This is an optimization exercise on Yosys and OpenROAD, whose aim is small area, a short achievable clock period and few clock cycles per item, not a production implementation. Function was checked by simulation only, so behaviour that the tests miss may differ from the original. Power is estimated from default activity; no workload was simulated.

## try-lagoon
// rsa_wrapper
module rsa_wrapper #(parameter N = 512, parameter LOGN = 9)
(
    input           clk,
    input           resetn,
    input  [  31:0] arm_to_fpga_cmd,
    input           arm_to_fpga_cmd_valid,
    output          fpga_to_arm_done,
    input           fpga_to_arm_done_read,
    input           arm_to_fpga_data_valid,
    output          arm_to_fpga_data_ready,
    input  [N-1:0] arm_to_fpga_data,
    output          fpga_to_arm_data_valid,
    input           fpga_to_arm_data_ready,
    output [N-1:0] fpga_to_arm_data);
    reg st_idle, st_rd, st_wr, st_comp, st_done;
    reg [2:0] slot;
    wire cmd_go   = st_idle & arm_to_fpga_cmd_valid;
    wire start    = cmd_go & arm_to_fpga_cmd[0];
    wire core_fin;
    always @(posedge clk) begin
        if (resetn == 1'b0) begin
            st_idle <= 1'b1;
            st_rd   <= 1'b0;
            st_wr   <= 1'b0;
            st_comp <= 1'b0;
            st_done <= 1'b0;
            slot    <= 3'd0;
        end else begin
            if (cmd_go) begin
                st_idle <= 1'b0;
                case (arm_to_fpga_cmd[1:0])
                    2'd0:    st_rd   <= 1'b1;
                    2'd2:    st_wr   <= 1'b1;
  ...
Size in the first run: roughly 21000 cells after synthesis, about 4800 flip-flops, ~1100 I/O pins.
Settings: LEC_CHECK=0, CAP_MARGIN=30, CORE_MARGIN=2, CORE_UTILIZATION=50, CTS_CLUSTER_DIAMETER=120, CTS_CLUSTER_SIZE=24, SETUP_SLACK_MARGIN=5, SLEW_MARGIN=50; clock period 9.0 ns.
run.sh (not shown) runs the stock make flow with config.mk's settings and CLKGATE_MAP_FILE= SYNTH_SCRIPT=/design/flow/synth_recipe.tcl, a recipe that flattens the netlist after the stock synthesis.
Testbench counts of try-lagoon, summed over its fixed seeds: cycles 402,877, ops 12.
Input-level comparison between try-juniper and try-lagoon:
- CTS_CLUSTER_SIZE changed from 24 to 20
- CTS_CLUSTER_DIAMETER changed from 120 to 150
Findings:
- try-juniper reached the final stage; the timing, DRC and antenna checks on its layout passed.
- From try-lagoon to try-juniper the numbers moved as follows: met1 routing resource usage after global routing moved down; clock-buffer cell count moved up; relative area of clock buffers and inverters in the final design moved up; area taken by multi-input logic gates level; data-path buffer share of cell area in the final layout level.
- Cmp try-lagoon and try-juniper / clock share of power / higher: try-juniper
- Min critical path depth across try-lagoon and try-juniper: try-juniper
- On multi-input logic portion of the cell area: try-juniper sits below try-lagoon.
### try-juniper -> try-amber
- CORE_UTILIZATION now 60, was 50
- PLACE_DENSITY now 0.7, previously not set
Findings:
try-amber against try-juniper; maximum clock rate is down by a few percent. Going from try-juniper to try-amber, proportion of total power due to net switching stayed essentially flat; average wire per standard cell rose by 0.22 um. try-amber vs try-juniper: design area down. The multi-input gate area in the final layout was comparable across try-juniper and try-amber. try-amber against try-juniper; height of the die is down by a little under 10%. Against try-juniper, try-amber reports a number of vias after detailed routing that is higher.
The inputs of try-ember differ from those of try-amber as listed below.
- swapping 50 for 20 in SLEW_MARGIN
- clearing PLACE_DENSITY, which used to be 0.7
- swapping 30 for 20 in CAP_MARGIN
- swapping 60 for 50 in CORE_UTILIZATION
[summary]
- Comparing the two runs side by side, try-ember comes out ahead of try-amber on final critical path time including I/O delays and setup.
- Comparing met1 wire length for try-amber and try-ember, the bigger number came from try-ember.
- Delta(number of antenna violations at the first check in global routing, try-ember - try-amber) > 0
- As of try-ember, wire length had risen by a few percent compared to try-amber.
- [try-ember] insertion delay of the later-clocked pin in the worst-skew pair rose 0.02 ns relative to try-amber
- Comparing try-amber and try-ember, die area is higher on try-ember.
- Compared with try-amber, try-ember shows share of total power in the clock network higher by 0.2 points.
- [compare] base=try-amber new=try-ember: area of the multi-input gates held steady; number of DRC violations after detailed-routing iteration 0 -4712; effective utilization at floorplan lost 10 points.
- Between try-ember and try-amber, the power does not differ in any meaningful way.


job 7045:
Starting RTL as in the previous note.
## rsa_wrapper
module rsa_wrapper #(parameter N = 512, parameter LOGN = 9)
(
    input           clk,
    input           resetn,
    input  [  31:0] arm_to_fpga_cmd,
    input           arm_to_fpga_cmd_valid,
    output          fpga_to_arm_done,
    input           fpga_to_arm_done_read,
    input           arm_to_fpga_data_valid,
    output          arm_to_fpga_data_ready,
    input  [N-1:0] arm_to_fpga_data,
    output          fpga_to_arm_data_valid,
    input           fpga_to_arm_data_ready,
    output [N-1:0] fpga_to_arm_data);
    reg st_idle, st_rd, st_wr, st_comp, st_done;
    reg [2:0] slot;
    wire cmd_go   = st_idle & arm_to_fpga_cmd_valid;
    wire start    = cmd_go & arm_to_fpga_cmd[0];
    wire core_fin;
    always @(posedge clk) begin
        if (resetn == 1'b0) begin
            st_idle <= 1'b1;
            st_rd   <= 1'b0;
            st_wr   <= 1'b0;
            st_comp <= 1'b0;
            st_done <= 1'b0;
            slot    <= 3'd0;
        end else begin
            if (cmd_go) begin
  ...
clock: 9.0 ns
lec_check: 0
cap_margin: 30
core_margin: 2
core_utilization: 40
setup_slack_margin: 5
slew_margin: 50
Testbench counts of job 7045, summed over its fixed seeds: cycles 402,877, ops 12.
Inputs modified between job 7045 and job 1933:
- CTS_CLUSTER_SIZE now 20, previously not set
- CORE_UTILIZATION now 45, was 40
- CTS_CLUSTER_DIAMETER now 150, previously not set
--- outcome ---
Diff job 7045 -> job 1933: layout clock buffer count -259; net switching share of the total power +1.5 points; final critical-path share of the clock period +0.42 points; peak clock frequency supported by timing -about 0.9%; number of search-and-repair iterations in the first detailed-routing pass -2. Sort job 1933 and job 7045 by fraction of final layout cells sized beyond drive strength 1, descending, and job 7045 comes first.
Relative to job 1933, the following input files were edited for job 2459:
- changing CORE_UTILIZATION from 45 to 40
--- outcome ---
Job 2459 and job 1933: one clean run, job 1933; the rest did not finish clean.
Job 1933 → job 2459: switching power as a share of total power now larger; final total power saw an increase.
Job 2459 vs job 1933 on wire length on met1: job 2459 is the higher one.
Max worst setup slack across job 2459 and job 1933: job 2459
Timing startpoint of the critical path = core.fi[0]: job 2459; timing startpoint of the critical path = core.cy: job 1933
Inputs modified between job 2459 and job 8763:
- an added PLACE_DENSITY of 0.65
### Flow results
Job 8763 completed end to end with timing, DRC and antenna clean. Relative to job 2459, the count of antenna diodes in the layout measured on job 8763 has increased by a few percent. met1 routing resource usage after global routing in job 8763 is 1.7 points lower than in job 2459. Portion of the clock cycle consumed by the worst path in the final layout in job 8763 vs job 2459: up 0.53 points. In terms of proportion of power drawn by the clock network, job 2459 and job 8763 differ only marginally. Number of setup buffers added after CTS ended up about 8% higher on job 8763 than on job 2459. From job 2459 to job 8763 the numbers moved as follows: met3 demand-to-capacity share in global routing increased by 1.3 points relative to the old numbers; amount of wire on met2 after detailed routing decreased by about 0.8% relative to the old numbers.

port drivers added, routing unchanged:
How much do the figures lean on ideal ports? The routed layouts below were timed once more, with nothing changed but the port constraints.
Step 1 sets driving cells, clkbuf_16 on the clock port and buf_2 on the other inputs (assumed; they add their load-dependent delay and slew).
Step 2, shift: input delay + t, output delay - t, t = (earliest + latest rising clock arrival at the registers) / 2. This alone moves slack from input paths to output paths.
Slacks: ideal ports / drivers / drivers and shift; pairs: ideal ports / drivers.
| run | shift t [ns] | slack for setup (ns) | worst setup path after step 2 | worst data-port slew with drivers (ns) |
|---|---|---|---|---|
| try-lagoon | 1.153 | 4.868 / 4.792 / 4.386 | input to register | 0.44 |
| try-juniper | 1.143 | 4.912 / 4.806 / 4.303 | input to register | 0.47 |
| try-amber | 1.139 | 4.752 / 4.752 / 4.464 | input to register | 0.49 |
| try-ember | 1.150 | 4.801 / 4.801 / 4.263 | input to register | 0.47 |
| job 7045 | 1.243 | 4.900 / 4.780 / 4.460 | input to register | 0.49 |
| job 1933 | 1.192 | 4.862 / 4.792 / 4.257 | input to register | 0.51 |
| job 2459 | 1.173 | 4.904 / 4.776 / 4.511 | input to register | 0.46 |
| job 8763 | 1.194 | 4.857 / 4.768 / 4.157 | input to register | 0.63 |
For job 8763, which loses most, drivers alone change the setup slack by -0.089 ns; drivers and shift together by -0.700 ns.
